This design comes from an exercise in tuning for small area and a short achievable clock period on the open sky130 flow, not from production work.
Where RTL was checked, it was by simulation tests only, not by an equivalence proof against the original.
The RTL of runs 1, 2 and 5 was laid out without a check of its function.
Power figures rest on the tool's default switching activity, not on a simulated workload.

File: flow/config.mk
export PLATFORM = sky130hd
export DESIGN_NAME = pipelined_fpadder
export DESIGN_NICKNAME = pipelined_fpadder
export VERILOG_FILES = /design/flow/design.v
export SDC_FILE = /design/flow/constraint.sdc
export NUM_CORES = 4
export LEC_CHECK = 0
export ABC_AREA = 1
export CAP_MARGIN = 20
export CORE_MARGIN = 2
export CORE_UTILIZATION = 40
export SETUP_SLACK_MARGIN = 4.5
export SLEW_MARGIN = 20
export SYNTH_HIERARCHICAL = 1
File: flow/constraint.sdc
create_clock -name core_clock -period 10.0 [get_ports {clk}]
set_input_delay 2.0000 -clock core_clock [delete_from_list [all_inputs] [get_ports {clk}]]
set_output_delay 2.0000 -clock core_clock [all_outputs]
set_load 0.01 [all_outputs]
File: flow/design.v
`timescale 1ns / 1ps
module fadd_align (a,b,sub,s_is_nan,s_is_inf,sign,temp_exp,
op_sub,large_frac23,small_win,small_sticky);
	input [31:0] a,b;
	input sub;
	output s_is_nan, s_is_inf, sign, op_sub;
	output [7:0] temp_exp;
	output [22:0] large_frac23;
	output [25:0] small_win;      
	output small_sticky;          
	wire [7:0] ea = a[30:23], eb = b[30:23];
	wire a_ff = &ea, b_ff = &eb;
	wire a_f0 = ~|a[22:0], b_f0 = ~|b[22:0];
	wire a_inf = a_ff & a_f0, b_inf = b_ff & b_f0;
	wire a_nan = a_ff & ~a_f0, b_nan = b_ff & ~b_f0;
	assign op_sub = sub ^ a[31] ^ b[31];
	assign s_is_inf = a_inf | b_inf;
	assign s_is_nan = a_nan | b_nan | (op_sub & a_inf & b_inf);
	wire pay_b = b[21:0] > a[21:0];
	wire exchange = (b[30:22] > a[30:22]) | (b[30:22] == a[30:22]) & pay_b;
	wire x = s_is_nan ? pay_b : exchange;
	wire [30:0] fp_large = x ? b[30:0] : a[30:0];
	wire [30:0] fp_small = x ? a[30:0] : b[30:0];
	assign sign = x ? sub ^ b[31] : a[31];
	assign temp_exp = s_is_nan ? 8'd1 : fp_large[30:23];
	assign large_frac23 = fp_large[22:0];
	wire [23:0] small24 = s_is_nan ? 24'h0 : {|fp_small[30:23], fp_small[22:0]};
	wire [7:0] fa = {ea[7:1], ea[0] | ~|ea};
	wire [7:0] fb = {eb[7:1], eb[0] | ~|eb};
	wire [8:0] d1 = {1'b0, fa} - {1'b0, fb};
	wire [7:0] d2 = fb - fa;
	wire [7:0] d = d1[8] ? d2 : d1[7:0];
	wire sat = |d[7:5] | d[4] & d[3] & (d[2] | d[1]);
	wire [49:0] y = {small24, 26'h0} >> d[4:0];
	assign small_win = sat ? 26'h0 : y[49:24];
	wire [23:0] below;
	genvar i;
	generate
		for (i = 0; i < 24; i = i + 1) begin : stk
			assign below[i] = d[4:0] > i + 2;
		end
	endgenerate
	assign small_sticky = sat ? |small24 : |(small24 & below);
endmodule
`timescale 1ns / 1ps
module reg_align_cal (a_rm,a_is_nan,a_is_inf,a_sign,a_exp,
a_op_sub,a_large_frac,a_small_win,a_small_sticky,clk,clrn,e,
c_rm,c_is_nan,c_is_inf,c_sign,c_exp,c_op_sub,c_large_frac,c_small_win,
c_small_sticky);  
	input [25:0] a_small_win;
	input [22:0] a_large_frac;
	input [7:0] a_exp;
	input [1:0] a_rm;
	input a_is_nan, a_is_inf, a_sign, a_op_sub, a_small_sticky;
	input e;  
	input clk, clrn;  
	output reg [25:0] c_small_win;
	output reg [22:0] c_large_frac;
	output reg [7:0] c_exp;
	output reg [1:0] c_rm;
	output reg c_is_nan,c_is_inf,c_sign,c_op_sub,c_small_sticky;
	always @ (posedge clk or negedge clrn) begin
		if (!clrn) begin
			c_rm <= 0;
			c_is_nan <= 0;
			c_is_inf <= 0;
			c_sign <= 0;
			c_exp <= 0;
			c_op_sub <= 0;
			c_large_frac <= 0;
			c_small_win <= 0;
			c_small_sticky <= 0;
		end else if (e) begin
			c_rm <= a_rm;
			c_is_nan <= a_is_nan;
			c_is_inf <= a_is_inf;
			c_sign <= a_sign;
			c_exp <= a_exp;
			c_op_sub <= a_op_sub;
			c_large_frac <= a_large_frac;
			c_small_win <= a_small_win;
			c_small_sticky <= a_small_sticky;
		end
	end
endmodule
`timescale 1ns / 1ps
module fadd_cal (op_sub,temp_exp,large_frac23,small_win,
small_sticky,frac,grs,exp0);
	input op_sub;
	input [7:0] temp_exp;
	input [22:0] large_frac23;
	input [25:0] small_win;
	input small_sticky;
	output [23:0] frac;     
	output [1:0] grs;       
	output [7:0] exp0;      
	wire [26:0] small27 = {small_win, small_sticky};
	wire [27:0] large28 = {1'b0, |temp_exp, large_frac23, 3'b000};
	wire [27:0] cal = op_sub ? large28 - {1'b0, small27} : large28 + {1'b0, small27};
	wire [7:0] ee = {temp_exp[7:1], temp_exp[0] | ~|temp_exp};
	wire [27:0] marker = (ee <= 8'd27) ? (28'h8000000 >> ee) : 28'h0;
	wire [27:0] m = cal | marker;
	reg [4:0] sh;
	integer i;
	always @* begin
		sh = 5'd0;
		for (i = 0; i < 28; i = i + 1)
			if (m[i]) sh = 5'd27 - i;
	end
	wire [27:0] nrm = cal << sh;
	assign frac = nrm[27:4];
	assign grs = {nrm[3], |nrm[2:1]};
	wire [7:0] e1 = temp_exp + 8'd1;
	wire [5:0] lo = {1'b0, e1[4:0]} - {1'b0, sh};
	wire [2:0] hi_m1 = e1[7:5] - 3'd1;
	assign exp0 = {lo[5] ? hi_m1 : e1[7:5], lo[4:0]};
endmodule
`timescale 1ns / 1ps
module reg_cal_norm (c_rm,c_is_nan,c_is_inf,c_sign,c_exp,c_frac,c_grs,
clk,clrn,e,n_rm,n_is_nan,n_is_inf,n_sign,n_exp,n_frac,n_grs);  
	input [23:0] c_frac;
	input [1:0] c_grs;
	input [7:0] c_exp;
	input [1:0] c_rm;
	input c_is_nan, c_is_inf, c_sign;
	input e;  
	input clk, clrn;  
	output reg [23:0] n_frac;
	output reg [1:0] n_grs;
	output reg [7:0] n_exp;
	output reg [1:0] n_rm;
	output reg n_is_nan,n_is_inf,n_sign;
	always @ (posedge clk or negedge clrn) begin
		if (!clrn) begin
			n_rm <= 0;
			n_is_nan <= 0;
			n_is_inf <= 0;
			n_sign <= 0;
			n_exp <= 0;
			n_frac <= 0;
			n_grs <= 0;
		end else if (e) begin
			n_rm <= c_rm;
			n_is_nan <= c_is_nan;
			n_is_inf <= c_is_inf;
			n_sign <= c_sign;
			n_exp <= c_exp;
			n_frac <= c_frac;
			n_grs <= c_grs;
		end
	end
endmodule
`timescale 1ns / 1ps
module fadd_norm (rm,is_nan,is_inf,sign,exp0,frac,grs,s);
	input [1:0] rm;
	input is_nan, is_inf, sign;
	input [7:0] exp0;
	input [23:0] frac;
	input [1:0] grs;
	output [31:0] s;
	wire g = grs[1], st = grs[0];
	wire frac_plus_1 =
		~rm[1] & ~rm[0] & g & (st | frac[0]) |
		~rm[1] &  rm[0] & (g | st) & sign |
		 rm[1] & ~rm[0] & (g | st) & ~sign;
	wire [31:0] pa [0:5];
	assign pa[0] = {9'h0, frac[22:0]};
	genvar l, i;
	generate
		for (l = 0; l < 5; l = l + 1) begin : lv
			for (i = 0; i < 32; i = i + 1) begin : nd
				if ((i >> l) & 1) begin : c
					assign pa[l+1][i] = pa[l][i] & pa[l][((i >> l) << l) - 1];
				end else begin : p
					assign pa[l+1][i] = pa[l][i];
				end
			end
		end
	endgenerate
	wire [22:0] ones = pa[5][22:0];
	wire [22:0] fr_inc = frac[22:0] ^ ({ones[21:0], 1'b1} & {23{frac_plus_1}});
	wire carry = frac_plus_1 & ones[22];
	wire e_ff = &exp0;
	wire e_fe = &exp0[7:1] & ~exp0[0];
	wire [7:0] eo;   
	assign eo[0] = 1'b1;
	generate
		for (i = 1; i < 8; i = i + 1) begin : eon
			assign eo[i] = &exp0[i-1:0];
		end
	endgenerate
	wire [7:0] exp_inc = exp0 ^ (eo & {8{carry}});
	wire [7:0] exponent = frac[23] ? exp_inc : 8'h00;
	wire overflow = frac[23] & (e_ff | e_fe & carry);
	wire to_max = rm[1] & rm[0] | ~rm[1] & rm[0] & ~sign | rm[1] & ~rm[0] & sign;
	assign s = is_nan   ? {1'b1, 8'hff, 1'b1, fr_inc[21:0]} :
	           overflow ? (to_max ? {sign, 8'hfe, 23'h7fffff} : {sign, 8'hff, 23'h0}) :
	           is_inf   ? {sign, 8'hff, 23'h0} :
	                      {sign, exponent, fr_inc};
endmodule
`timescale 1ns / 1ps
module pipelined_fpadder (a,b,sub,rm,s,clk,clrn,e);  
	input clk, clrn;  
	input [31:0] a, b;  
	input [1:0] rm;  
	input sub;  
	input e;  
	output [31:0] s;  
	wire a_is_nan, a_is_inf, a_sign, a_op_sub, a_small_sticky;
	wire [7:0] a_exp;
	wire [22:0] a_large_frac;
	wire [25:0] a_small_win;
	fadd_align alignment (a,b,sub,a_is_nan,a_is_inf,a_sign,a_exp,a_op_sub,
	a_large_frac,a_small_win,a_small_sticky);
	wire c_is_nan, c_is_inf, c_sign, c_op_sub, c_small_sticky;
	wire [7:0] c_exp;
	wire [1:0] c_rm;
	wire [22:0] c_large_frac;
	wire [25:0] c_small_win;
	reg_align_cal reg_ac (rm,a_is_nan,a_is_inf,a_sign,a_exp,a_op_sub,
	a_large_frac,a_small_win,a_small_sticky,clk,clrn,e,
	c_rm,c_is_nan,c_is_inf,c_sign,c_exp,c_op_sub,c_large_frac,c_small_win,
	c_small_sticky);
	wire [23:0] c_frac;
	wire [1:0] c_grs;
	wire [7:0] c_exp0;
	fadd_cal calculation (c_op_sub,c_exp,c_large_frac,c_small_win,
	c_small_sticky,c_frac,c_grs,c_exp0);
	wire [23:0] n_frac;
	wire [1:0] n_grs;
	wire [7:0] n_exp;
	wire [1:0] n_rm;
	wire n_is_nan, n_is_inf, n_sign;
	reg_cal_norm reg_cn (c_rm,c_is_nan,c_is_inf,c_sign,c_exp0,c_frac,c_grs,
	clk,clrn,e,n_rm,n_is_nan,n_is_inf,n_sign,n_exp,n_frac,n_grs);
	fadd_norm normalization (n_rm,n_is_nan,n_is_inf,n_sign,n_exp,n_frac,n_grs,s);
endmodule
File: flow/run.sh
#!/bin/bash
# synth_recipe.tcl (not shown) runs the flow's synth.tcl, then flattens the netlist and writes it again
# the make line also repeats each setting of config.mk as NAME=value (left out here)
make -C /OpenROAD-flow-scripts/flow DESIGN_CONFIG=/design/flow/config.mk WORK_HOME=/design/flow/orfs CLKGATE_MAP_FILE= SYNTH_SCRIPT=/design/flow/synth_recipe.tcl finish
==> impl_metrics.tcl, run 1 <==
set metrics [dict create \
    cp_data_required_time_ns 10.25 \
    timing.critical_path.mode_cell "sky130_fd_sc_hd__nand2_1" \
    p_sw_uw 1730 \
    power_density_cells_nw_per_um2 187 \
    postRouteAntennaNets 0 \
    whs_ns 0.476 \
    pwr-share-clk 0.111 \
    dp_hpwl_mm 43.9 \
    count_of_tritonroute_iterations_in_the_first_routing_pass 5 \
    timing.final.max_slew_violations 0 \
    cts_num_sinks 103 \
    placement.io_buffers 101 \
    floorplan.die.height_um 198 \
    die_x_um 198 \
    diodes 0 \
    clock_tree.buffer_depth 2 \
    setup_viols_final 0 \
    share_comb_of_total_power 0.688 \
    route.detailed.drc 0 \
    worst_slew_pin_slew_ns 0.990 \
    critPathBufInv 5 \
    achievable-frequency_mhz 188 \
    leakagePower_uw 0.00916 \
    critPathLaunchType "primary input" \
    totalWireLength_mm 56.2 \
    via_count 17100 \
    vdd_drop_max_v 0.0000857 \
    r2r.worst_path.cells 38 \
    critical-path-slowest-cell "sky130_fd_sc_hd__clkdlybuf4s50_1" \
    timing.final.crit_period_ns 5.32 \
    area_delta_synth_final_pct 13.8 \
    cellInternalPower_uw 1480 \
    cts_tree "built" \
    start_util 0.404 \
    clock-skew-final_ns 0.0164 \
    core_area_um2 37400 \
    critPathMaxStageDelay_ns 0.53 \
    clock_latency_ns 0.36 \
    track_usage 0.287 \
    timing.max_cap.violations 0 \
    rsz0062_at_grt "yes" \
    detail_route.iter0.violations 1317 \
    async_flop_share 1.00 \
    worst-path-stages 25 \
    maxSlewHeadroom 0.339 \
    top_level_ports 102 \
    share_of_cells_above_drive_strength_1 0.0932 \
    synth_edf_count 0 \
    design.die.area_um2 39400 \
    cp_endpoint "reg_ac.c_small_sticky" \
    arr_time_crit_path_ns 5.57 \
    sequentialPowerShare 0.201 \
    pin_count_of_the_biggest_net_entering_global_routing 65 \
    syn_avg_cell_area_um2 5.83 \
    syn_nets 2767 \
    cts_made_buffers 9 \
    regToRegStartpoint "reg_ac.c_small_win[4]" \
    status "no timing/DRC/antenna violations" \
    fin_nets 2829 \
    ys_seq_elements 103 \
    setup.worst_path.class "primary input to flip-flop" \
    worst_r2r_endpoint "reg_cn.n_frac[9]" \
    synth_sequential_area_ratio 0.171 \
    grt_pass1_vias 16300 \
    clkTransAtPathRegs_ns 0.08 \
    dpl_cell_area_um2 16200 \
    finalInstanceArea_um2 17200 \
    reg2reg_slack_ns 4.93 \
    clock-root-buffer "sky130_fd_sc_hd__clkbuf_16" \
    worstHoldPathType "flip-flop to flip-flop" \
    setup.worst_path.start "a[27]" \
    swShare 0.540 \
    hold_viol_final 0 \
    global_route_wire_length_before_repair_mm 88.7 \
    post_synth_inst_count 2594 \
    gp_congestion 0.983 \
    placementRows 71 \
    mappedNetlistArea_um2 15100 \
    cts_htree_levels 3 \
    period_share 0.532 \
    synth.lib_cells_used.distinct 67 \
    synth_warnings 10 \
    routedWlPerCell_um 17.7 \
    antenna_found_initial 0 \
    global_route.overflow_total 0 \
    cp_top_family "simple AND/OR/NAND/NOR gates" \
    end_kind "flip-flop" \
    drt-vias-per-instance 5.40 \
    finalSetupTns_ns 0 \
    yosys_most_used_dff "sky130_fd_sc_hd__dfrtp_1" \
    worst-path-max-fanout 24 \
]
cells by family after synthesis:
logic type / after synthesis / synth area share
AO/OA/AOI/OAI: 288 / 0.113
XOR/XNOR: 45 / 0.0261
adder cells (fa/ha/maj): 103 / 0.0873
buffers and inverters: 383 / 0.112
flip-flops: 103 / 0.171
multiplexers: 2 / 0.00132
AND/OR/NAND/NOR: 1670 / 0.490
per-stage QoR:
step           total power, µW  worst slack [ns]  std cells  utilization
4_1_cts                   3130              4.50       3142        0.448
3_3_place_gp              2700              3.48       3112        0.433
3_5_place_dp              2710              3.37       3112        0.433
5_1_grt                   3510              4.48       3172        0.460
2_1_floorplan             2090              5.12       2594            -
6_report                  3210              4.68       3172        0.460
per-module statistics from Yosys, one instance, submodules excluded, excerpt:
module	cells	cell area, µm²	copies in the design
fadd_align	883	4610	1
reg_cal_norm	165	1470	1
fadd_cal	995	5190	1
reg_align_cal	270	2450	1
fadd_norm	281	1400	1
state kept, by name, summed over array words and instances (netlist names):
signal                 flops
reg_ac.c_exp               8
reg_ac.c_is_inf            1
reg_ac.c_is_nan            1
reg_ac.c_large_frac       23
reg_ac.c_op_sub            1
reg_ac.c_rm                2
reg_ac.c_sign              1
reg_ac.c_small_sticky      1
reg_ac.c_small_win        26
reg_cn.n_exp               8
reg_cn.n_frac             24
reg_cn.n_grs               2
reg_cn.n_is_inf            1
reg_cn.n_is_nan            1
reg_cn.n_rm                2
reg_cn.n_sign              1
timing repair:
action                     CTS  global route
resized for setup           28            49
hold buffers                 0             0
buffers inserted             9            25
setup endpoints to repair   30            57
pin swaps                    9            16
cloned                       5             5
worst min-delay path by stage:
stage	startpoint	to	slack [ns]	cells after the start
floorplan	reg_cn.n_frac[23]	reg_cn.n_frac[23]	0.44	2
global placement	reg_ac.c_is_inf	reg_ac.c_is_inf	0.45	2
detailed placement	reg_ac.c_is_inf	reg_ac.c_is_inf	0.46	2
CTS	reg_ac.c_is_inf	reg_ac.c_is_inf	0.48	2
global route	reg_ac.c_exp[7]	reg_ac.c_exp[7]	0.50	2
finish	reg_ac.c_is_inf	reg_ac.c_is_inf	0.48	2
power groups by stage:
stage / clock network [µW] / registers (µW) / logic, µW
after detailed placement: 0 / 652 / 2060
after CTS: 371 / 645 / 2120
after global routing: 385 / 658 / 2470
final: 358 / 644 / 2210
after global placement: 0 / 651 / 2050
after floorplan: 0 / 591 / 1500
routing by layer:
| layer | global-route usage | vias up | wire length, µm |
|---|---|---|---|
| met2 | 0.504 | 517 | 27200 |
| met1 | 0.362 | 7987 | 24300 |
| met5 | 0 | - | 0 |
| met4 | 0.115 | 0 | 2400 |
| li1 | - | 8511 | - |
| met3 | 0.0246 | 103 | 2340 |
worst min-delay path: stages (launching register included):
cell,delay (ns)
sky130_fd_sc_hd__dfrtp_1,0.35
sky130_fd_sc_hd__nand2_1,0.05
sky130_fd_sc_hd__nand2_1,0.05
cell type report:
class | instances | area (µm²)
flip-flops and latches | 103 | 2580
clock inverters | 6 | 57.6
repair buffers | 144 | 1460
inverters | 282 | 1100
well taps | 511 | 639
multi-input cells | 2116 | 11100
fillers | 4086 | 20200
clock buffers | 10 | 239
synthesized netlist by cell type, types with 32 or more instances:
| library cell | count | area share |
|---|---|---|
| sky130_fd_sc_hd__a21oi_1 | 109 | 0.036 |
| sky130_fd_sc_hd__buf_2 | 36 | 0.012 |
| sky130_fd_sc_hd__dfrtp_1 | 103 | 0.17 |
| sky130_fd_sc_hd__ha_1 | 99 | 0.082 |
| sky130_fd_sc_hd__inv_1 | 245 | 0.061 |
| sky130_fd_sc_hd__inv_2 | 32 | 0.0079 |
| sky130_fd_sc_hd__nand2_1 | 992 | 0.25 |
| sky130_fd_sc_hd__nand3_1 | 293 | 0.097 |
| sky130_fd_sc_hd__nand4_1 | 52 | 0.022 |
| sky130_fd_sc_hd__nor2_1 | 191 | 0.047 |
| sky130_fd_sc_hd__o21ai_0 | 70 | 0.023 |
| sky130_fd_sc_hd__o21ai_1 | 35 | 0.012 |
| sky130_fd_sc_hd__xor2_1 | 35 | 0.020 |
cells in the final DEF (no fill, tap or decap), types with 52 or more instances in the layout:
cell,instances
sky130_fd_sc_hd__nand2_1,988
sky130_fd_sc_hd__nand3_1,293
sky130_fd_sc_hd__inv_1,239
sky130_fd_sc_hd__nor2_1,191
sky130_fd_sc_hd__a21oi_1,106
sky130_fd_sc_hd__dfrtp_1,102
sky130_fd_sc_hd__ha_1,98
sky130_fd_sc_hd__clkdlybuf4s50_1,88
sky130_fd_sc_hd__o21ai_0,69
sky130_fd_sc_hd__nand4_1,52
==> run 2, diff against run 1 <==
--- a/flow/config.mk
+++ b/flow/config.mk
@@ -10,5 +10,5 @@
 export CORE_MARGIN = 2
 export CORE_UTILIZATION = 40
-export SETUP_SLACK_MARGIN = 4.5
+export SETUP_SLACK_MARGIN = 5
 export SLEW_MARGIN = 20
 export SYNTH_HIERARCHICAL = 1
==> impl_metrics.tcl, run 2 <==
set metrics [dict create \
    clock_latency_ns 0.36 \
    clock-skew-final_ns 0.0154 \
    cts_made_buffers 9 \
    start_util 0.404 \
    setup.worst_path.start "b[28]" \
    n_fill_cell 3970 \
    timing.final.max_slew_violations 0 \
    end_kind "flip-flop" \
    timing.critical_path.mode_cell "sky130_fd_sc_hd__nand2_1" \
    timing.final.crit_period_ns 5.05 \
    critical-path-slowest-cell "sky130_fd_sc_hd__fa_2" \
    totalWireLength_mm 58.6 \
    synth_warnings 10 \
    track_usage 0.293 \
    postRouteAntennaNets 0 \
    global_route_wire_length_before_repair_mm 90.4 \
    whs_ns 0.475 \
    cp_top_family "simple AND/OR/NAND/NOR gates" \
    core_area_um2 37400 \
    cp_data_required_time_ns 10.25 \
    worst-path-stages 26 \
    count_of_tritonroute_iterations_in_the_first_routing_pass 8 \
    cts_htree_levels 3 \
    largest_register "reg_ac.c_small_win" \
    yosys_most_used_dff "sky130_fd_sc_hd__dfrtp_1" \
    cts_num_sinks 103 \
    yosysTopAreaCellShare 0.246 \
    synth.lib_cells_used.distinct 67 \
    floorplan.die.height_um 198 \
    cellInternalPower_uw 1590 \
    reg2reg_slack_ns 5.29 \
    post-layout-total-power_uw 3430 \
    dp_hpwl_mm 43.9 \
    clkTransAtPathRegs_ns 0.08 \
    layout_commonest_cell "sky130_fd_sc_hd__nand2_1" \
    finalSetupTns_ns 0 \
    synth_edf_count 0 \
    share_of_cells_above_drive_strength_1 0.161 \
    layout_common_cells "sky130_fd_sc_hd__nand2_1 (967), sky130_fd_sc_hd__nand3_1 (271), sky130_fd_sc_hd__inv_1 (226), sky130_fd_sc_hd__nor2_1 (166), sky130_fd_sc_hd__dfrtp_1 (99)" \
    yosysMostFrequentCell "sky130_fd_sc_hd__nand2_1" \
    critPathBufInv 8 \
    period_share 0.505 \
    post_synth_inst_count 2594 \
    regToRegStartpoint "reg_ac.c_small_win[3]" \
    setup_viols_final 0 \
    achievable-frequency_mhz 198 \
    synth_sequential_area_ratio 0.171 \
    placementRows 71 \
    area_delta_synth_final_pct 23.0 \
    maxSlewHeadroom 0.384 \
    synthTopCellsByArea "sky130_fd_sc_hd__nand2_1 (25%), sky130_fd_sc_hd__dfrtp_1 (17%), sky130_fd_sc_hd__nand3_1 (9.7%), sky130_fd_sc_hd__ha_1 (8.2%), sky130_fd_sc_hd__inv_1 (6.1%)" \
    async_flop_share 1.00 \
    sequentialPowerShare 0.189 \
    via_count 17600 \
    global_route.overflow_total 0 \
    share_comb_of_total_power 0.706 \
    critPathLaunchType "primary input" \
    pwr-share-clk 0.105 \
    worst_slew_pin_slew_ns 0.924 \
    p_sw_uw 1850 \
    fin_util 0.497 \
    clock_tree.buffer_depth 2 \
    arr_time_crit_path_ns 5.30 \
    vdd_drop_max_v 0.0000879 \
    cts-hold-fix-buffers 0 \
    timing.max_cap.violations 0 \
    placement.io_buffers 101 \
    syn_avg_cell_area_um2 5.83 \
    setup.worst_path.class "primary input to flip-flop" \
    cp_endpoint "reg_ac.c_small_sticky" \
    commonest_cells_in_the_synthesized_netlist "sky130_fd_sc_hd__nand2_1 (992), sky130_fd_sc_hd__nand3_1 (293), sky130_fd_sc_hd__inv_1 (245)" \
    fin_cells 3233 \
    power_density_cells_nw_per_um2 185 \
    ys_seq_elements 103 \
    gp_congestion 0.983 \
    cts_tree "built" \
    max_reg_flops 26 \
    swShare 0.538 \
    status "no timing/DRC/antenna violations" \
    pin_count_of_the_biggest_net_entering_global_routing 65 \
    critPathMaxStageDelay_ns 0.36 \
    route.detailed.drc 0 \
    syn_nets 2767 \
    diodes 0 \
    fin_nets 2890 \
    antenna_found_initial 0 \
    clock-root-buffer "sky130_fd_sc_hd__clkbuf_16" \
    top_regs "reg_ac.c_small_win: 26 flops, reg_cn.n_frac: 24 flops, reg_ac.c_large_frac: 23 flops" \
    routedWlPerCell_um 18.1 \
    die_x_um 198 \
    rsz0062_at_grt "yes" \
    leakagePower_uw 0.00960 \
    detail_route.iter0.violations 1472 \
    worst_r2r_endpoint "reg_cn.n_exp[7]" \
    top_level_ports 102 \
    synth_largest_area_cell "sky130_fd_sc_hd__nand2_1" \
    hold_viol_final 0 \
    worstHoldPathType "flip-flop to flip-flop" \
    drt-vias-per-instance 5.44 \
    grt_pass1_vias 16600 \
    placedCellCount 3112 \
    mappedNetlistArea_um2 15100 \
    r2r.worst_path.cells 38 \
    worst-path-max-fanout 8 \
    design.die.area_um2 39400 \
]
## run 2: changes by cell type in the layout (fill, tap and decap cells not counted), sizes merged
cell and change:
buf +58, dlygate4sd2 +7, nand2 +2, bufbuf +1, clkinvlp +4, bufinv +1
a21oi +1, clkdlybuf4s50 -12, clkdlybuf4s15 +3, inv -2, dlymetal6s2s -2
## run 2: metal layers
metal / GRT usage / share of wire / wire length, µm
met1: 0.367 / 0.43 / 24900
met2: 0.510 / 0.48 / 28200
met3: 0.0297 / 0.046 / 2700
met4: 0.128 / 0.046 / 2720
met5: 0 / 0 / 0
## run 2: layout make-up
| cell class | instances | area (µm²) | share of cell area |
|---|---|---|---|
| repair inverters | 3 | 25.0 | 0.00135 |
| clock inverters | 6 | 57.6 | 0.00310 |
| multi-input cells | 2119 | 11900 | 0.638 |
| well taps | 511 | 639 | 0.0344 |
| clock buffers | 10 | 239 | 0.0129 |
| inverters | 282 | 1170 | 0.0629 |
| repair buffers | 199 | 2020 | 0.109 |
| flip-flops and latches | 103 | 2580 | 0.139 |
## run 2: power groups by stage
| stage | Combinational [µW] | Sequential, µW | Clock [µW] |
|---|---|---|---|
| floorplan | 1500 | 591 | 0 |
| global placement | 2050 | 651 | 0 |
| detailed placement | 2060 | 652 | 0 |
| CTS | 2200 | 645 | 371 |
| global route | 2680 | 661 | 385 |
| finish | 2420 | 649 | 359 |
## run 2: how the worst min path moves through the flow
stage,from,to,cells past startpoint
after global placement,reg_ac.c_is_inf,reg_ac.c_is_inf,2
after floorplan,reg_cn.n_frac[23],reg_cn.n_frac[23],2
after CTS,reg_ac.c_is_inf,reg_ac.c_is_inf,2
after detailed placement,reg_ac.c_is_inf,reg_ac.c_is_inf,2
final,reg_ac.c_is_inf,reg_ac.c_is_inf,2
after global routing,reg_ac.c_exp[7],reg_ac.c_exp[7],2
## run 2: what timing repair did
item,in CTS,in global routing
setup endpoints to repair,89,86
setup buffers,39,48
resized for setup,117,192
pin swaps,29,94
cloned,11,7
## run 2: logic make-up (layout without fill, tap and decap cells)
family	after synthesis	count (layout)	synth area share
simple gates	1670	1679	0.490
buf+inv	383	500	0.112
compound gates	288	290	0.113
fa+ha+maj	103	103	0.0873
flops	103	103	0.171
xor+xnor	45	45	0.0261
mux	2	2	0.00132
## run 2: metrics by stage
| step | worst slack, ns | cell area (µm²) |
|---|---|---|
| CTS | 4.94 | 17400 |
| global placement | 3.48 | 16200 |
| global route | 4.77 | 18600 |
| detailed placement | 3.37 | 16200 |
| finish | 4.95 | 18600 |
| floorplan | 5.12 | 15100 |
## run 2: tightest hold or removal path, stage by stage (launching register included)
cell	delay, ns
sky130_fd_sc_hd__dfrtp_1	0.35
sky130_fd_sc_hd__nand2_1	0.05
sky130_fd_sc_hd__nand2_1	0.05
## run 2: Yosys stat by module, one instance, submodules excluded, a selection
module,cells inside,copies in the design
fadd_norm,281,1
fadd_cal,995,1
reg_align_cal,270,1
fadd_align,883,1
reg_cal_norm,165,1
==> run 3, diff against run 2 <==
--- a/flow/design.v
+++ b/flow/design.v
@@ -97,5 +97,6 @@
 	wire [26:0] small27 = {small_win, small_sticky};
 	wire [27:0] large28 = {1'b0, |temp_exp, large_frac23, 3'b000};
-	wire [27:0] cal = op_sub ? large28 - {1'b0, small27} : large28 + {1'b0, small27};
+	wire [28:0] sum29 = {large28, 1'b1} + {{1'b0, small27} ^ {28{op_sub}}, op_sub};
+	wire [27:0] cal = sum29[28:1];
 	wire [7:0] ee = {temp_exp[7:1], temp_exp[0] | ~|temp_exp};
 	wire [27:0] marker = (ee <= 8'd27) ? (28'h8000000 >> ee) : 28'h0;
--- a/flow/config.mk
+++ b/flow/config.mk
@@ -10,5 +10,5 @@
 export CORE_MARGIN = 2
 export CORE_UTILIZATION = 40
-export SETUP_SLACK_MARGIN = 5
+export SETUP_SLACK_MARGIN = 4.5
 export SLEW_MARGIN = 20
 export SYNTH_HIERARCHICAL = 1
==> impl_metrics.tcl, run 3 <==
set metrics [dict create \
    status "no timing/DRC/antenna violations" \
    synth_warnings 10 \
    arr_time_crit_path_ns 5.56 \
    worst-path-max-fanout 19 \
    diodes 0 \
    r2r.worst_path.cells 25 \
    design.die.area_um2 36700 \
    start_util 0.407 \
    hold_viol_final 0 \
    finalSetupTns_ns 0 \
    maxSlewHeadroom 0.310 \
    layout_common_cells "sky130_fd_sc_hd__nand2_1 (926), sky130_fd_sc_hd__nand3_1 (302), sky130_fd_sc_hd__inv_1 (197), sky130_fd_sc_hd__nor2_1 (160), sky130_fd_sc_hd__dfrtp_1 (103)" \
    cp_top_family "simple AND/OR/NAND/NOR gates" \
    rsz0062_at_grt "no" \
    achievable-frequency_mhz 188 \
    n_fill_cell 3780 \
    clock_latency_ns 0.36 \
    max_reg_flops 26 \
    worst_hold_path.endpoint "reg_ac.c_is_inf" \
    ys_seq_elements 103 \
    core_area_um2 34500 \
    global_route_wire_length_before_repair_mm 78.3 \
    async_flop_share 1.00 \
    clock-root-buffer "sky130_fd_sc_hd__clkbuf_16" \
    die_x_um 191 \
    power_density_cells_nw_per_um2 240 \
    synth_edf_count 0 \
    share_of_cells_above_drive_strength_1 0.0924 \
    worstHoldPathType "flip-flop to flip-flop" \
    sequential_cell_area_um2 2580 \
    top_level_ports 102 \
    clock-skew-final_ns 0.0118 \
    timing.final.max_slew_violations 0 \
    setup_viols_final 0 \
    period_share 0.531 \
    postRouteAntennaNets 0 \
    regToRegStartpoint "reg_ac.c_op_sub" \
    detail_route.iter0.violations 1450 \
    clkTransAtPathRegs_ns 0.08 \
    cts_made_buffers 9 \
    cts_num_sinks 103 \
    count_of_tritonroute_iterations_in_the_first_routing_pass 6 \
    route.detailed.drc 0 \
    cp_data_required_time_ns 10.25 \
    largest_register "reg_ac.c_small_win" \
    critPathLaunchType "primary input" \
    end_kind "flip-flop" \
    cts_htree_levels 3 \
    topRoutingLayerUsed "met4" \
    yosysTopAreaCellShare 0.248 \
    setup.worst_path.start "a[28]" \
    dp_hpwl_mm 38.2 \
    antenna_found_initial 0 \
    pin_count_of_the_biggest_net_entering_global_routing 79 \
    routedWlPerCell_um 17.0 \
    placedCellCount 2856 \
    floorplan.die.height_um 191 \
    fin_util 0.464 \
    post_synth_inst_count 2390 \
    dpl_cell_area_um2 15000 \
    timing.final.crit_period_ns 5.31 \
    reg2reg_slack_ns 4.91 \
    timing.critical_path.mode_cell "sky130_fd_sc_hd__nand2_1" \
    fin_cells 2912 \
    top_regs "reg_ac.c_small_win: 26 flops, reg_cn.n_frac: 24 flops, reg_ac.c_large_frac: 23 flops" \
    synth_largest_area_cell "sky130_fd_sc_hd__nand2_1" \
    cts-hold-fix-buffers 0 \
    met2WireLength_mm 23.5 \
    leakagePower_uw 0.00860 \
    yosysMostFrequentCell "sky130_fd_sc_hd__nand2_1" \
    setup.worst_path.class "primary input to flip-flop" \
    global_route.overflow_total 0 \
    grt_pass1_vias 14800 \
    timing.hold.worst_path_depth 2 \
    cts_tree "built" \
    gp_congestion 0.977 \
    placementRows 68 \
    timing.max_cap.violations 0 \
    yosys_most_used_dff "sky130_fd_sc_hd__dfrtp_1" \
    drt-vias-per-instance 5.43 \
    totalWireLength_mm 49.4 \
    whs_ns 0.478 \
    fin_nets 2600 \
    syn_avg_cell_area_um2 5.88 \
    multiInputGateArea_um2 10300 \
    via_count 15800 \
    commonest_cells_in_the_synthesized_netlist "sky130_fd_sc_hd__nand2_1 (930), sky130_fd_sc_hd__nand3_1 (304), sky130_fd_sc_hd__inv_1 (202)" \
    critPathMaxStageDelay_ns 0.52 \
    synth_sequential_area_ratio 0.183 \
    vdd_drop_max_v 0.000124 \
    worst_hold_startpoint "reg_ac.c_is_inf" \
    critPathBufInv 6 \
    finalInstanceArea_um2 16000 \
    synthTopCellsByArea "sky130_fd_sc_hd__nand2_1 (25%), sky130_fd_sc_hd__dfrtp_1 (18%), sky130_fd_sc_hd__nand3_1 (11%), sky130_fd_sc_hd__ha_1 (6.7%), sky130_fd_sc_hd__inv_1 (5.4%)" \
    m1WireLength_mm 21.2 \
    area_delta_synth_final_pct 13.9 \
    synth.lib_cells_used.distinct 59 \
    critical-path-slowest-cell "sky130_fd_sc_hd__clkdlybuf4s50_1" \
    worst_slew_pin_slew_ns 1.03 \
    worst_r2r_endpoint "reg_cn.n_exp[7]" \
    placement.io_buffers 101 \
    syn_nets 2538 \
    layout_commonest_cell "sky130_fd_sc_hd__nand2_1" \
    track_usage 0.269 \
    mappedNetlistArea_um2 14100 \
    clock_tree.buffer_depth 2 \
    route.met3.wl_mm 2.42 \
]
==> run 3: cell types whose count changed after synthesis, sizes merged, moves of 7 or more <==
cell    previous run  this run
nand2           1035       960
inv              279       229
xor2              35        64
nor2             215       190
ha                99        75
o21ai            112        94
nor3              25        15
nand3            316       324
clkbuf            31        24
o211ai            13         6
==> run 3: metrics by stage <==
step | total power [µW] | setup slack (ns)
2_1_floorplan | 2580 | 5.05
3_3_place_gp | 3280 | 3.30
3_5_place_dp | 3290 | 3.24
4_1_cts | 3760 | 4.52
5_1_grt | 4220 | 4.46
6_report | 3850 | 4.69
==> run 3: final cells by class <==
| type | instances | area share |
|---|---|---|
| Clock buffer | 9 | 0.0141 |
| Clock inverter | 7 | 0.00594 |
| Inverter | 230 | 0.0559 |
| Multi-Input combinational cell | 1969 | 0.641 |
| Sequential cell | 103 | 0.161 |
| Tap cell | 455 | 0.0355 |
| Timing Repair Buffer | 138 | 0.0863 |
| Timing Repair inverter | 1 | 0.000469 |
==> run 3: worst max path at each step <==
stage | end | slack (ns) | depth (start not counted)
2_1_floorplan | reg_cn.n_exp[7] | 5.05 | 33
3_3_place_gp | reg_ac.c_small_win[19] | 3.30 | 25
3_5_place_dp | reg_ac.c_small_win[20] | 3.24 | 25
4_1_cts | reg_ac.c_small_sticky | 4.52 | 28
5_1_grt | reg_ac.c_small_sticky | 4.46 | 28
6_report | reg_ac.c_small_sticky | 4.69 | 26
==> run 3: what timing repair did <==
item	CTS	global route
gates cloned	7	4
hold endpoints to repair	0	0
setup endpoints to repair	42	58
setup buffers	11	18
resized for setup	33	47
pin swaps	8	11
==> run 3: routing by layer <==
metal,track usage,vias to the layer above
met5,0,-
met3,0.0285,135
met4,0.109,0
li1,-,7852
met2,0.466,597
met1,0.340,7239
==> run 3: power breakdown <==
| part | total, µW | leakage [µW] | switching, µW | internal (µW) |
|---|---|---|---|---|
| combinational | 2820 | 0.00713 | 1840 | 979 |
| sequential | 648 | 0.00131 | 128 | 520 |
| clock | 387 | 0.000158 | 184 | 203 |
==> run 3: per-module statistics from Yosys, one instance, submodules excluded, excerpt <==
module,copies in the design,area (µm²)
fadd_cal,1,4210
fadd_norm,1,1400
fadd_align,1,4530
reg_cal_norm,1,1470
reg_align_cal,1,2450
==> run 3: cells by family after synthesis <==
logic type	share of synthesized area
compound gates	0.0972
xor+xnor	0.0510
mux	0.000712
simple gates	0.490
fa+ha+maj	0.0710
flops	0.183
buf+inv	0.106
==> run 3: tightest hold or removal path, cell delays in order (launching register included) <==
cell and delay [ns]:
sky130_fd_sc_hd__dfrtp_1 0.35, sky130_fd_sc_hd__nand2_1 0.05, sky130_fd_sc_hd__nand2_1 0.04
==> run 4, diff against run 3 <==
==> flow/flow/run.sh (new file) <==
#!/bin/bash
# The standard layout, with plain buffers on the ports in place of the
# delay cells buffer_ports picks by default. Every port still gets a buffer.
set -euo pipefail
export BUFFER_PORTS_ARGS="-buffer_cell sky130_fd_sc_hd__buf_2"
bash standard.sh finish > standard_make.log 2>&1
==> flow/standard.sh (new file) <==
#!/bin/bash
# synth_recipe.tcl (not shown) runs the flow's synth.tcl, then flattens the netlist and writes it again
# the make line also repeats each setting of config.mk as NAME=value (left out here)
make -C /OpenROAD-flow-scripts/flow DESIGN_CONFIG=/design/flow/config.mk WORK_HOME=/design/flow/orfs CLKGATE_MAP_FILE= SYNTH_SCRIPT=/design/flow/synth_recipe.tcl "${@:-finish}"
removed: flow/run.sh
==> impl_metrics.tcl, run 4 <==
set metrics [dict create \
    critical-path-slowest-cell "sky130_fd_sc_hd__fa_1" \
    diodes 0 \
    period_share 0.528 \
    rsz0062_at_grt "no" \
    synth_warnings 10 \
    commonest_cells_in_the_synthesized_netlist "sky130_fd_sc_hd__nand2_1 (930), sky130_fd_sc_hd__nand3_1 (304), sky130_fd_sc_hd__inv_1 (202)" \
    worst_hold_path.endpoint "reg_ac.c_exp[7]" \
    power_density_cells_nw_per_um2 244 \
    share_of_cells_above_drive_strength_1 0.121 \
    drt-vias-per-instance 5.38 \
    global_route.overflow_total 0 \
    worst-path-max-fanout 12 \
    core_area_um2 34500 \
    yosys_most_used_dff "sky130_fd_sc_hd__dfrtp_1" \
    totalWireLength_mm 49.1 \
    cts_num_sinks 103 \
    timing.final.crit_period_ns 5.28 \
    grt_pass1_vias 14500 \
    layout_commonest_cell "sky130_fd_sc_hd__nand2_1" \
    clock_latency_ns 0.37 \
    setup.worst_path.class "primary input to flip-flop" \
    synth_edf_count 0 \
    status "no timing/DRC/antenna violations" \
    cts_htree_levels 3 \
    ys_seq_elements 103 \
    async_flop_share 1.00 \
    placementRows 68 \
    critPathBufInv 7 \
    start_util 0.407 \
    dp_hpwl_mm 38.8 \
    clock_tree.buffer_depth 2 \
    achievable-frequency_mhz 189 \
    worst_r2r_endpoint "reg_cn.n_exp[4]" \
    timing.hold.worst_path_depth 2 \
    fin_nets 2585 \
    cts_tree "built" \
    yosysTopAreaCellShare 0.248 \
    vdd_drop_max_v 0.000127 \
    area_delta_synth_final_pct 8.63 \
    antenna_found_initial 0 \
    top_regs "reg_ac.c_small_win: 26 flops, reg_cn.n_frac: 24 flops, reg_ac.c_large_frac: 23 flops" \
    end_kind "flip-flop" \
    r2r.worst_path.cells 27 \
    yosysMostFrequentCell "sky130_fd_sc_hd__nand2_1" \
    timing.max_cap.violations 0 \
    pin_count_of_the_biggest_net_entering_global_routing 87 \
    worst_hold_startpoint "reg_ac.c_exp[7]" \
    timing.critical_path.mode_cell "sky130_fd_sc_hd__inv_1" \
    synth_largest_area_cell "sky130_fd_sc_hd__nand2_1" \
    gp_congestion 0.948 \
    cp_top_family "simple AND/OR/NAND/NOR gates" \
    synth_sequential_area_ratio 0.183 \
    floorplan.die.height_um 191 \
    placedCellCount 2855 \
    worst_slew_pin_slew_ns 0.945 \
    postRouteAntennaNets 0 \
    synthTopCellsByArea "sky130_fd_sc_hd__nand2_1 (25%), sky130_fd_sc_hd__dfrtp_1 (18%), sky130_fd_sc_hd__nand3_1 (11%), sky130_fd_sc_hd__ha_1 (6.7%), sky130_fd_sc_hd__inv_1 (5.4%)" \
    layout_common_cells "sky130_fd_sc_hd__nand2_1 (927), sky130_fd_sc_hd__nand3_1 (302), sky130_fd_sc_hd__inv_1 (199), sky130_fd_sc_hd__nor2_1 (166), sky130_fd_sc_hd__dfrtp_1 (103)" \
    critPathMaxStageDelay_ns 0.39 \
    clock-skew-final_ns 0.0142 \
    maxSlewHeadroom 0.369 \
    placement.io_buffers 101 \
    synth.lib_cells_used.distinct 59 \
    largest_register "reg_ac.c_small_win" \
    routedWlPerCell_um 16.9 \
    route.detailed.drc 0 \
    reg2reg_slack_ns 4.86 \
    leakagePower_uw 0.00849 \
    design.die.area_um2 36700 \
    track_usage 0.270 \
    finalSetupTns_ns 0 \
    die_x_um 191 \
    via_count 15600 \
    timing.final.max_slew_violations 0 \
    arr_time_crit_path_ns 5.58 \
    post_synth_inst_count 2390 \
    worstHoldPathType "flip-flop to flip-flop" \
    fin_cells 2897 \
    top_level_ports 102 \
    detail_route.iter0.violations 1224 \
    count_of_tritonroute_iterations_in_the_first_routing_pass 6 \
    setup_viols_final 0 \
    cp_data_required_time_ns 10.30 \
    regToRegStartpoint "reg_ac.c_op_sub" \
    syn_nets 2538 \
    cts_made_buffers 9 \
    max_reg_flops 26 \
    clock-root-buffer "sky130_fd_sc_hd__clkbuf_16" \
    cells_along_the_critical_path "buf_2, nor4_2, nand4_1, inv_1, nor2_1, inv_1, ha_1, inv_1, fa_1, inv_1, o21ai_2, nand2_1, nand3_4, inv_2, nor2_1, o22ai_1, xor2_1, nand3_4, inv_2, nand2_2, a21oi_1, nand2_1, nand2_1" \
    syn_avg_cell_area_um2 5.88 \
    clkTransAtPathRegs_ns 0.08 \
    mappedNetlistArea_um2 14100 \
    hold_viol_final 0 \
    critPathLaunchType "primary input" \
    cts-hold-fix-buffers 0 \
    global_route_wire_length_before_repair_mm 77.9 \
]
==> run 4: worst register-to-register path, stage by stage (launching register included) <==
cell	delay, ns
sky130_fd_sc_hd__dfrtp_1	0.40
sky130_fd_sc_hd__buf_12	0.18
sky130_fd_sc_hd__xor2_1	0.21
sky130_fd_sc_hd__ha_1	0.39
sky130_fd_sc_hd__nand2_1	0.15
sky130_fd_sc_hd__nor2_1	0.20
sky130_fd_sc_hd__a21oi_1	0.11
sky130_fd_sc_hd__o21a_1	0.18
sky130_fd_sc_hd__nand2_1	0.12
sky130_fd_sc_hd__inv_2	0.06
sky130_fd_sc_hd__o21ai_2	0.14
sky130_fd_sc_hd__a21oi_1	0.11
sky130_fd_sc_hd__o21ai_1	0.19
sky130_fd_sc_hd__xor2_1	0.43
sky130_fd_sc_hd__a21oi_2	0.15
sky130_fd_sc_hd__nand2_1	0.19
sky130_fd_sc_hd__nor2_1	0.11
sky130_fd_sc_hd__nand2_4	0.30
sky130_fd_sc_hd__nand2_8	0.21
sky130_fd_sc_hd__inv_2	0.15
sky130_fd_sc_hd__ha_1	0.15
sky130_fd_sc_hd__inv_1	0.06
sky130_fd_sc_hd__fa_1	0.39
sky130_fd_sc_hd__nand3_1	0.08
sky130_fd_sc_hd__nand3_1	0.08
sky130_fd_sc_hd__xor2_1	0.15
sky130_fd_sc_hd__nand2_1	0.06
sky130_fd_sc_hd__nand2_1	0.05
==> run 4: area by class of cell <==
cell class / count / area [µm²]
Inverter: 230 / 882
Clock buffer: 10 / 239
Timing Repair Buffer: 127 / 754
Clock inverter: 6 / 82.6
Fill cell: 3852 / 19300
Timing Repair inverter: 1 / 7.51
Sequential cell: 103 / 2580
Multi-Input combinational cell: 1965 / 10200
Tap cell: 455 / 569
==> run 4: per-stage QoR <==
stage / total power, µW / hold slack, ns / instance area, µm² / utilization / worst slack (ns)
6_report: 3720 / 0.480 / 15300 / 0.442 / 4.72
3_3_place_gp: 3220 / 0.457 / 14500 / 0.421 / 3.36
5_1_grt: 4100 / 0.504 / 15300 / 0.442 / 4.50
4_1_cts: 3660 / 0.481 / 15000 / 0.434 / 4.52
2_1_floorplan: 2580 / 0.437 / 14100 / - / 5.05
3_5_place_dp: 3220 / 0.461 / 14500 / 0.421 / 3.31
==> run 4: repair_timing <==
item | CTS | global route
setup buffers | 2 | 17
gates resized for setup | 16 | 27
hold endpoints to repair | 0 | 0
pin swaps | 3 | 5
setup endpoints to repair | 41 | 40
cloned | 4 | 1
==> run 4: Yosys stat by module, one instance, submodules excluded, a selection <==
module / copies in the design / flops+latches
fadd_align: 1 / 0
fadd_cal: 1 / 0
fadd_norm: 1 / 0
reg_align_cal: 1 / 64
reg_cal_norm: 1 / 39
==> run 4: report_power, final <==
group	switching, µW	total, µW	internal (µW)
Sequential	126	646	520
Clock	180	387	207
Combinational	1810	2690	877
Total	2120	3720	1600
==> run 4: logic make-up (layout without fill, tap and decap cells) <==
kind of cell / count (synthesis) / after routing / synth area share
adder cells (fa/ha/maj): 78 / 78 / 0.0710
buffers and inverters: 326 / 374 / 0.106
AND/OR/NAND/NOR: 1566 / 1567 / 0.490
flip-flops: 103 / 103 / 0.183
AO/OA/AOI/OAI: 238 / 241 / 0.0972
XOR/XNOR: 78 / 78 / 0.0510
multiplexers: 1 / 1 / 0.000712
==> run 4: how the worst max path moves through the flow <==
| stage | startpoint | to | slack, ns | cells after the start |
|---|---|---|---|---|
| floorplan | reg_ac.c_op_sub | reg_cn.n_exp[7] | 5.05 | 33 |
| global placement | b[27] | reg_ac.c_small_win[17] | 3.36 | 22 |
| detailed placement | b[27] | reg_ac.c_small_win[17] | 3.31 | 22 |
| CTS | b[27] | reg_ac.c_small_sticky | 4.52 | 29 |
| global route | reg_ac.c_op_sub | reg_cn.n_exp[6] | 4.50 | 31 |
| finish | b[27] | reg_ac.c_small_win[17] | 4.72 | 23 |
==> run 4: metal layers <==
metal,part of all wire,GRT usage,wire length (µm),vias up
li1,-,-,-,7817
met1,0.43,0.342,21000,7145
met4,0.042,0.112,2070,0
met3,0.051,0.0290,2520,110
met5,0,0,0,-
met2,0.48,0.464,23500,514
==> run 5, diff against run 4 <==
--- a/flow/design.v
+++ b/flow/design.v
@@ -97,6 +97,5 @@
 	wire [26:0] small27 = {small_win, small_sticky};
 	wire [27:0] large28 = {1'b0, |temp_exp, large_frac23, 3'b000};
-	wire [28:0] sum29 = {large28, 1'b1} + {{1'b0, small27} ^ {28{op_sub}}, op_sub};
-	wire [27:0] cal = sum29[28:1];
+	wire [27:0] cal = op_sub ? large28 - {1'b0, small27} : large28 + {1'b0, small27};
 	wire [7:0] ee = {temp_exp[7:1], temp_exp[0] | ~|temp_exp};
 	wire [27:0] marker = (ee <= 8'd27) ? (28'h8000000 >> ee) : 28'h0;
==> impl_metrics.tcl, run 5 <==
set metrics [dict create \
    route.detailed.drc 0 \
    setup_viols_final 0 \
    layout_common_cells "sky130_fd_sc_hd__nand2_1 (990), sky130_fd_sc_hd__nand3_1 (292), sky130_fd_sc_hd__inv_1 (243), sky130_fd_sc_hd__nor2_1 (190), sky130_fd_sc_hd__a21oi_1 (106)" \
    pwr-share-clk 0.110 \
    yosys_most_used_dff "sky130_fd_sc_hd__dfrtp_1" \
    layout_commonest_cell "sky130_fd_sc_hd__nand2_1" \
    placement.setup.worst_slack_ns 3.83 \
    cts_htree_levels 3 \
    drt-vias-per-instance 5.37 \
    die_x_um 198 \
    pin_count_of_the_biggest_net_entering_global_routing 87 \
    cts_made_buffers 9 \
    track_usage 0.270 \
    cts-hold-fix-buffers 0 \
    gp_congestion 0.948 \
    end_kind "flip-flop" \
    timing.final.max_slew_violations 0 \
    global_route.overflow_total 0 \
    yosysTopAreaCellShare 0.246 \
    detail_route.iter0.violations 1128 \
    status "no timing/DRC/antenna violations" \
    floorplan.die.height_um 198 \
    async_flop_share 1.00 \
    worst-path-max-fanout 13 \
    n_fill_cell 4168 \
    cp_data_required_time_ns 10.30 \
    diodes 0 \
    synth_largest_area_cell "sky130_fd_sc_hd__nand2_1" \
    postRouteAntennaNets 0 \
    cellInternalPower_uw 1390 \
    arr_time_crit_path_ns 5.65 \
    whs_ns 0.481 \
    cts_num_sinks 103 \
    placementRows 71 \
    post_synth_inst_count 2594 \
    clock-skew-final_ns 0.0102 \
    swShare 0.548 \
    top_regs "reg_ac.c_small_win: 26 flops, reg_cn.n_frac: 24 flops, reg_ac.c_large_frac: 23 flops" \
    routedWlPerCell_um 17.0 \
    finalSetupTns_ns 0 \
    leakagePower_uw 0.00903 \
    dp_hpwl_mm 42.7 \
    vdd_drop_max_v 0.0000847 \
    syn_avg_cell_area_um2 5.83 \
    max_reg_flops 26 \
    maxSlewHeadroom 0.358 \
    synthTopCellsByArea "sky130_fd_sc_hd__nand2_1 (25%), sky130_fd_sc_hd__dfrtp_1 (17%), sky130_fd_sc_hd__nand3_1 (9.7%), sky130_fd_sc_hd__ha_1 (8.2%), sky130_fd_sc_hd__inv_1 (6.1%)" \
    power_density_cells_nw_per_um2 187 \
    share_of_cells_above_drive_strength_1 0.125 \
    synth_sequential_area_ratio 0.171 \
    yosysMostFrequentCell "sky130_fd_sc_hd__nand2_1" \
    grt_pass1_vias 15900 \
    clock-root-buffer "sky130_fd_sc_hd__clkbuf_16" \
    commonest_cells_in_the_synthesized_netlist "sky130_fd_sc_hd__nand2_1 (992), sky130_fd_sc_hd__nand3_1 (293), sky130_fd_sc_hd__inv_1 (245)" \
    top_level_ports 102 \
    largest_register "reg_ac.c_small_win" \
    clkTransAtPathRegs_ns 0.07 \
    cts_tree "built" \
    core_area_um2 37400 \
    timing.critical_path.mode_cell "sky130_fd_sc_hd__nand2_1" \
    worst_slew_pin_slew_ns 0.963 \
    p_sw_uw 1680 \
    start_util 0.404 \
    period_share 0.536 \
    syn_nets 2767 \
    final.setup.worst_slack_ns 4.64 \
    critPathMaxStageDelay_ns 0.41 \
    global_route_wire_length_before_repair_mm 84.0 \
    timing.max_cap.violations 0 \
    setup.worst_path.class "primary input to flip-flop" \
    clock_tree.buffer_depth 2 \
    via_count 17000 \
    design.die.area_um2 39400 \
    sequentialPowerShare 0.204 \
    synth_warnings 10 \
    fin_nets 2823 \
    clock_latency_ns 0.36 \
    rsz0062_at_grt "yes" \
    count_of_tritonroute_iterations_in_the_first_routing_pass 6 \
    antenna_found_initial 0 \
    synth.lib_cells_used.distinct 67 \
    critPathLaunchType "primary input" \
    worstHoldPathType "flip-flop to flip-flop" \
    share_comb_of_total_power 0.686 \
    placement.io_buffers 101 \
    area_delta_synth_final_pct 9.06 \
    mappedNetlistArea_um2 15100 \
    hold_viol_final 0 \
    totalWireLength_mm 53.9 \
    critical-path-slowest-cell "sky130_fd_sc_hd__fa_1" \
    synth_edf_count 0 \
    timing.final.crit_period_ns 5.36 \
    ys_seq_elements 103 \
    reg2reg_slack_ns 4.87 \
    achievable-frequency_mhz 187 \
]
run 5: cell count changes in the layout (fill, tap and decap cells not counted), moves of 14 or more:
cell                      change
sky130_fd_sc_hd__ha_1        +23
sky130_fd_sc_hd__nand2_1     +63
sky130_fd_sc_hd__o21ai_1     +14
sky130_fd_sc_hd__xor2_1      -25
sky130_fd_sc_hd__nor2_1      +24
sky130_fd_sc_hd__inv_1       +44
run 5: worst paths after layout:
path,startpoint,depth (start not counted),to
max,b[27],27,reg_ac.c_small_win[5]
min,reg_ac.c_rm[1],2,reg_ac.c_rm[1]
max reg2reg,reg_ac.c_exp[1],27,reg_cn.n_exp[7]
min reg2reg,reg_ac.c_rm[1],2,reg_ac.c_rm[1]
max in group asynchronous,clrn,2,reg_ac.c_large_frac[6]
min in group asynchronous,clrn,1,reg_cn.n_frac[23]
run 5: layout make-up:
type | count | area (µm²) | share of cell area
timing repair buffer | 141 | 897 | 0.0544
tap | 511 | 639 | 0.0388
clock inverter | 5 | 43.8 | 0.00266
multi-input combinational | 2113 | 11000 | 0.668
sequential | 103 | 2580 | 0.156
clock buffer | 11 | 233 | 0.0141
inverter | 282 | 1090 | 0.0659
run 5: cell families (layout without fill, tap and decap cells):
| group | Yosys count | in the layout | share of synthesized area |
|---|---|---|---|
| and+or+nand+nor | 1670 | 1674 | 0.490 |
| buffers and inverters | 383 | 439 | 0.112 |
| AOI/OAI and AO/OA | 288 | 289 | 0.113 |
| adders and majority gates | 103 | 103 | 0.0873 |
| DFF | 103 | 103 | 0.171 |
| xor gates and xnor gates | 45 | 45 | 0.0261 |
| muxes | 2 | 2 | 0.00132 |
run 5: modules after synthesis (local to each module, per instance), excerpt:
module,times used,cells inside,cell area (µm²)
fadd_align,1,883,4610
reg_align_cal,1,270,2450
fadd_norm,1,281,1400
fadd_cal,1,995,5190
reg_cal_norm,1,165,1470
run 5: power by group through the flow:
stage | Combinational [µW] | Clock, µW | Sequential, µW
2_1_floorplan | 1500 | 0 | 591
3_3_place_gp | 1970 | 0 | 632
3_5_place_dp | 1980 | 0 | 635
4_1_cts | 1990 | 348 | 627
5_1_grt | 2360 | 367 | 643
6_report | 2110 | 339 | 626
run 5: layer usage:
layer,wire [µm],up-vias,track usage
li1,-,8479,-
met3,2440,128,0.0241
met1,23100,7894,0.334
met2,25800,488,0.474
met5,0,-,0
met4,2660,0,0.124
run 5: stage by stage:
stage / util / cells / cell area (µm²) / total power (µW)
after floorplan: - / 2594 / 15100 / 2090
after global placement: 0.419 / 3112 / 15700 / 2600
after detailed placement: 0.419 / 3112 / 15700 / 2610
after CTS: 0.428 / 3129 / 16000 / 2970
after global routing: 0.441 / 3166 / 16500 / 3370
final: 0.441 / 3166 / 16500 / 3080
run 5: what timing repair did:
item	4_1_cts	5_1_grt
setup endpoints to repair	28	38
gates resized for setup	4	41
cloned	1	5
setup buffers	0	32
pin swaps	1	9
run 5: critical path, delay by kind of cell:
kind,cells,cell delay [ns]
simple gates,13,1.69
compound gates,5,0.58
xor+xnor,1,0.15
fa+ha+maj,2,0.54
buf+inv,6,0.67
==> run 6, diff against run 5 <==
--- a/flow/design.v
+++ b/flow/design.v
@@ -47,5 +47,5 @@
 a_op_sub,a_large_frac,a_small_win,a_small_sticky,clk,clrn,e,
 c_rm,c_is_nan,c_is_inf,c_sign,c_exp,c_op_sub,c_large_frac,c_small_win,
-c_small_sticky);  
+c_small_sticky,c_valid);  
 	input [25:0] a_small_win;
 	input [22:0] a_large_frac;
@@ -60,16 +60,11 @@
 	output reg [1:0] c_rm;
 	output reg c_is_nan,c_is_inf,c_sign,c_op_sub,c_small_sticky;
+	output reg c_valid;
 	always @ (posedge clk or negedge clrn) begin
-		if (!clrn) begin
-			c_rm <= 0;
-			c_is_nan <= 0;
-			c_is_inf <= 0;
-			c_sign <= 0;
-			c_exp <= 0;
-			c_op_sub <= 0;
-			c_large_frac <= 0;
-			c_small_win <= 0;
-			c_small_sticky <= 0;
-		end else if (e) begin
+		if (!clrn) c_valid <= 0;
+		else if (e) c_valid <= 1'b1;
+	end
+	always @ (posedge clk) begin
+		if (e) begin
 			c_rm <= a_rm;
 			c_is_nan <= a_is_nan;
@@ -86,5 +81,5 @@
 `timescale 1ns / 1ps
 module fadd_cal (op_sub,temp_exp,large_frac23,small_win,
-small_sticky,frac,grs,exp0);
+small_sticky,valid,frac,grs,exp0);
 	input op_sub;
 	input [7:0] temp_exp;
@@ -92,4 +87,5 @@
 	input [25:0] small_win;
 	input small_sticky;
+	input valid;            
 	output [23:0] frac;     
 	output [1:0] grs;       
@@ -97,15 +93,17 @@
 	wire [26:0] small27 = {small_win, small_sticky};
 	wire [27:0] large28 = {1'b0, |temp_exp, large_frac23, 3'b000};
-	wire [27:0] cal = op_sub ? large28 - {1'b0, small27} : large28 + {1'b0, small27};
+	wire [28:0] sum29 = {large28, 1'b1} + {{1'b0, small27} ^ {28{op_sub}}, op_sub};
+	wire [27:0] cal = sum29[28:1];
 	wire [7:0] ee = {temp_exp[7:1], temp_exp[0] | ~|temp_exp};
 	wire [27:0] marker = (ee <= 8'd27) ? (28'h8000000 >> ee) : 28'h0;
 	wire [27:0] m = cal | marker;
-	reg [4:0] sh;
+	reg [4:0] lz;
 	integer i;
 	always @* begin
-		sh = 5'd0;
+		lz = 5'd0;
 		for (i = 0; i < 28; i = i + 1)
-			if (m[i]) sh = 5'd27 - i;
-	end
+			if (m[i]) lz = 5'd27 - i;
+	end
+	wire [4:0] sh = valid ? lz : 5'd31;
 	wire [27:0] nrm = cal << sh;
 	assign frac = nrm[27:4];
@@ -117,5 +115,5 @@
 endmodule
 `timescale 1ns / 1ps
-module reg_cal_norm (c_rm,c_is_nan,c_is_inf,c_sign,c_exp,c_frac,c_grs,
+module reg_cal_norm (c_rm,c_is_nan,c_is_inf,c_sign,c_exp,c_frac,c_grs,c_valid,
 clk,clrn,e,n_rm,n_is_nan,n_is_inf,n_sign,n_exp,n_frac,n_grs);  
 	input [23:0] c_frac;
@@ -123,5 +121,5 @@
 	input [7:0] c_exp;
 	input [1:0] c_rm;
-	input c_is_nan, c_is_inf, c_sign;
+	input c_is_nan, c_is_inf, c_sign, c_valid;
 	input e;  
 	input clk, clrn;  
@@ -133,19 +131,21 @@
 	always @ (posedge clk or negedge clrn) begin
 		if (!clrn) begin
-			n_rm <= 0;
 			n_is_nan <= 0;
 			n_is_inf <= 0;
 			n_sign <= 0;
-			n_exp <= 0;
 			n_frac <= 0;
 			n_grs <= 0;
 		end else if (e) begin
-			n_rm <= c_rm;
-			n_is_nan <= c_is_nan;
-			n_is_inf <= c_is_inf;
-			n_sign <= c_sign;
-			n_exp <= c_exp;
+			n_is_nan <= c_is_nan & c_valid;
+			n_is_inf <= c_is_inf & c_valid;
+			n_sign <= c_sign & c_valid;
 			n_frac <= c_frac;
 			n_grs <= c_grs;
+		end
+	end
+	always @ (posedge clk) begin
+		if (e) begin
+			n_rm <= c_rm;
+			n_exp <= c_exp;
 		end
 	end
@@ -215,4 +215,5 @@
 	wire c_is_nan, c_is_inf, c_sign, c_op_sub, c_small_sticky;
 	wire [7:0] c_exp;
+	wire c_valid;
 	wire [1:0] c_rm;
 	wire [22:0] c_large_frac;
@@ -221,10 +222,10 @@
 	a_large_frac,a_small_win,a_small_sticky,clk,clrn,e,
 	c_rm,c_is_nan,c_is_inf,c_sign,c_exp,c_op_sub,c_large_frac,c_small_win,
-	c_small_sticky);
+	c_small_sticky,c_valid);
 	wire [23:0] c_frac;
 	wire [1:0] c_grs;
 	wire [7:0] c_exp0;
 	fadd_cal calculation (c_op_sub,c_exp,c_large_frac,c_small_win,
-	c_small_sticky,c_frac,c_grs,c_exp0);
+	c_small_sticky,c_valid,c_frac,c_grs,c_exp0);
 	wire [23:0] n_frac;
 	wire [1:0] n_grs;
@@ -232,5 +233,5 @@
 	wire [1:0] n_rm;
 	wire n_is_nan, n_is_inf, n_sign;
-	reg_cal_norm reg_cn (c_rm,c_is_nan,c_is_inf,c_sign,c_exp0,c_frac,c_grs,
+	reg_cal_norm reg_cn (c_rm,c_is_nan,c_is_inf,c_sign,c_exp0,c_frac,c_grs,c_valid,
 	clk,clrn,e,n_rm,n_is_nan,n_is_inf,n_sign,n_exp,n_frac,n_grs);
 	fadd_norm normalization (n_rm,n_is_nan,n_is_inf,n_sign,n_exp,n_frac,n_grs,s);
==> impl_metrics.tcl, run 6 <==
set metrics [dict create \
    rsz0062_at_grt "no" \
    synth_warnings 10 \
    route.detailed.drc 0 \
    leakagePower_uw 0.00764 \
    cp_data_required_time_ns 10.13 \
    setup.worst_path.start "b[27]" \
    gp_congestion 0.957 \
    post-layout-total-power_uw 3710 \
    timing.final.crit_period_ns 5.24 \
    dpl_cell_area_um2 14300 \
    start_util 0.408 \
    global_route.overflow_total 0 \
    status "no timing/DRC/antenna violations" \
    maxSlewHeadroom 0.341 \
    antenna_found_initial 0 \
    yosys_most_used_dff "sky130_fd_sc_hd__edfxtp_1" \
    via_count 14700 \
    worstHoldPathType "flip-flop to flip-flop" \
    setup.worst_path.class "primary input to flip-flop" \
    timing.final.max_slew_violations 0 \
    vdd_drop_max_v 0.000109 \
    ys_seq_elements 104 \
    period_share 0.524 \
    worst_r2r_endpoint "reg_cn.n_exp[7]" \
    synth.lib_cells_used.distinct 61 \
    layout_commonest_cell "sky130_fd_sc_hd__nand2_1" \
    clock_latency_ns 0.37 \
    hold_viol_final 0 \
    worst-path-max-fanout 15 \
    postRouteAntennaNets 0 \
    finalSetupTns_ns 0 \
    xor_xnor_share_of_the_synthesized_area 0.0500 \
    grt_pass1_vias 13900 \
    r2r.worst_path.cells 31 \
    arr_time_crit_path_ns 5.36 \
    placement.io_buffers 101 \
    detail_route.iter0.violations 1437 \
    reg2reg_slack_ns 4.80 \
    worst-path-stages 26 \
    mappedNetlistArea_um2 13800 \
    timing.max_cap.violations 0 \
    finalInstanceArea_um2 15000 \
    timing.critical_path.mode_cell "sky130_fd_sc_hd__nand2_1" \
    dp_hpwl_mm 37.3 \
    critPathMaxStageDelay_ns 0.39 \
    cts_num_sinks 104 \
    cts_made_buffers 9 \
    die_x_um 189 \
    post_synth_inst_count 2187 \
    core_area_um2 33700 \
    cts-hold-fix-buffers 0 \
    synth_largest_area_cell "sky130_fd_sc_hd__nand2_1" \
    synth_compound_gate_area_share 0.0949 \
    achievable-frequency_mhz 191 \
    cp_endpoint "reg_ac.c_small_sticky" \
    layout_common_cells "sky130_fd_sc_hd__nand2_1 (707), sky130_fd_sc_hd__nand3_1 (318), sky130_fd_sc_hd__inv_1 (202), sky130_fd_sc_hd__nor2_1 (170), sky130_fd_sc_hd__buf_2 (100)" \
    setup_viols_final 0 \
    top_regs "reg_ac.c_small_win: 26 flops, reg_cn.n_frac: 24 flops, reg_ac.c_large_frac: 23 flops" \
    max_reg_flops 26 \
    design.die.area_um2 35900 \
    count_of_tritonroute_iterations_in_the_first_routing_pass 6 \
    track_usage 0.260 \
    synth_simple_gate_area_share 0.461 \
    syn_nets 2335 \
    post_synth_fa_ha_maj_area_fraction 0.0726 \
    diodes 0 \
    synth.area.mux_share 0.000728 \
    clock-skew-final_ns 0.0124 \
    synthTopCellsByArea "sky130_fd_sc_hd__nand2_1 (19%), sky130_fd_sc_hd__edfxtp_1 (16%), sky130_fd_sc_hd__nand3_1 (12%), sky130_fd_sc_hd__ha_1 (6.8%), sky130_fd_sc_hd__inv_1 (5.6%)" \
    share_of_cells_above_drive_strength_1 0.133 \
    cts_tree "built" \
]
[run 6: per-stage QoR]
stage | cells | hold WS, ns | utilization | setup WS, ns
after detailed placement | 2652 | 0.408 | 0.424 | 3.36
after global placement | 2652 | 0.402 | 0.424 | 3.50
after CTS | 2670 | 0.424 | 0.437 | 4.50
after floorplan | 2187 | 0.400 | - | 4.92
final | 2682 | 0.422 | 0.446 | 4.76
after global routing | 2682 | 0.432 | 0.446 | 4.50
[run 6: timing repair]
action                                  in CTS  in global routing
pin swaps                                    1                  8
gates resized for setup                     19                 45
buffers inserted                             0                  9
endpoints found under the setup margin      33                 60
gates cloned                                 2                  3
hold endpoints to repair                     0                  0
[run 6: logic make-up after synthesis]
| family | count (synthesis) |
|---|---|
| AOI/OAI and AO/OA | 218 |
| and+or+nand+nor | 1389 |
| xor gates and xnor gates | 76 |
| buffers and inverters | 321 |
| muxes | 1 |
| DFF | 104 |
| adders and majority gates | 78 |
[run 6: power by group]
part | switching, µW | total [µW] | internal, µW
registers | 116 | 697 | 582
clock network | 173 | 374 | 201
logic | 1780 | 2640 | 860
total | 2060 | 3710 | 1640
[run 6: worst reg2reg max path, delay by kind of cell, from the launching register on]
kind | cells | cell delay [ns]
buffers and inverters | 3 | 0.49
adders and majority gates | 2 | 0.71
DFF | 1 | 0.42
xor gates and xnor gates | 3 | 0.72
AOI/OAI and AO/OA | 8 | 1.18
and+or+nand+nor | 15 | 1.42
[run 6: worst min-delay path by stage]
stage	start	endpoint	slack [ns]	cells after the start
after floorplan	reg_ac.c_rm[0]	reg_cn.n_rm[0]	0.40	0
after global placement	reg_ac.c_rm[0]	reg_cn.n_rm[0]	0.40	0
after detailed placement	reg_ac.c_rm[0]	reg_cn.n_rm[0]	0.41	0
after CTS	reg_ac.c_rm[0]	reg_cn.n_rm[0]	0.42	0
after global routing	reg_ac.c_rm[0]	reg_cn.n_rm[0]	0.43	0
final	reg_ac.c_rm[0]	reg_cn.n_rm[0]	0.42	0
[run 6: layout make-up]
class                   count  area [µm²]
well taps                 448         561
inverters                 230         898
multi-input cells        1764        9580
clock inverters             4        30.0
repair buffers            119         716
clock buffers              12         279
repair inverters            1        7.51
flip-flops and latches    104        2970
fillers                  3621       18700
[run 6: metal layers]
layer / global-route usage / up-vias / share of wire
met2: 0.463 / 507 / 0.49
li1: - / 7275 / -
met4: 0.109 / 0 / 0.044
met5: 0 / - / 0
met1: 0.322 / 6872 / 0.42
met3: 0.0224 / 93 / 0.050
[run 6: modules after synthesis, one instance, submodules excluded, excerpt]
module	cells	times used	area (µm²)
fadd_cal	828	1	4460
reg_align_cal	68	1	1960
fadd_norm	281	1	1400
reg_cal_norm	133	1	1410
fadd_align	877	1	4530

Re-timed with assumed drivers on the ports (clkbuf_16 on the clock, buf_2 on other inputs), run 6 has 4.791 ns of setup slack against 4.764 ns with ideal ports, and 4.381 ns once port delays also move by the mid clock arrival of 0.409 ns.
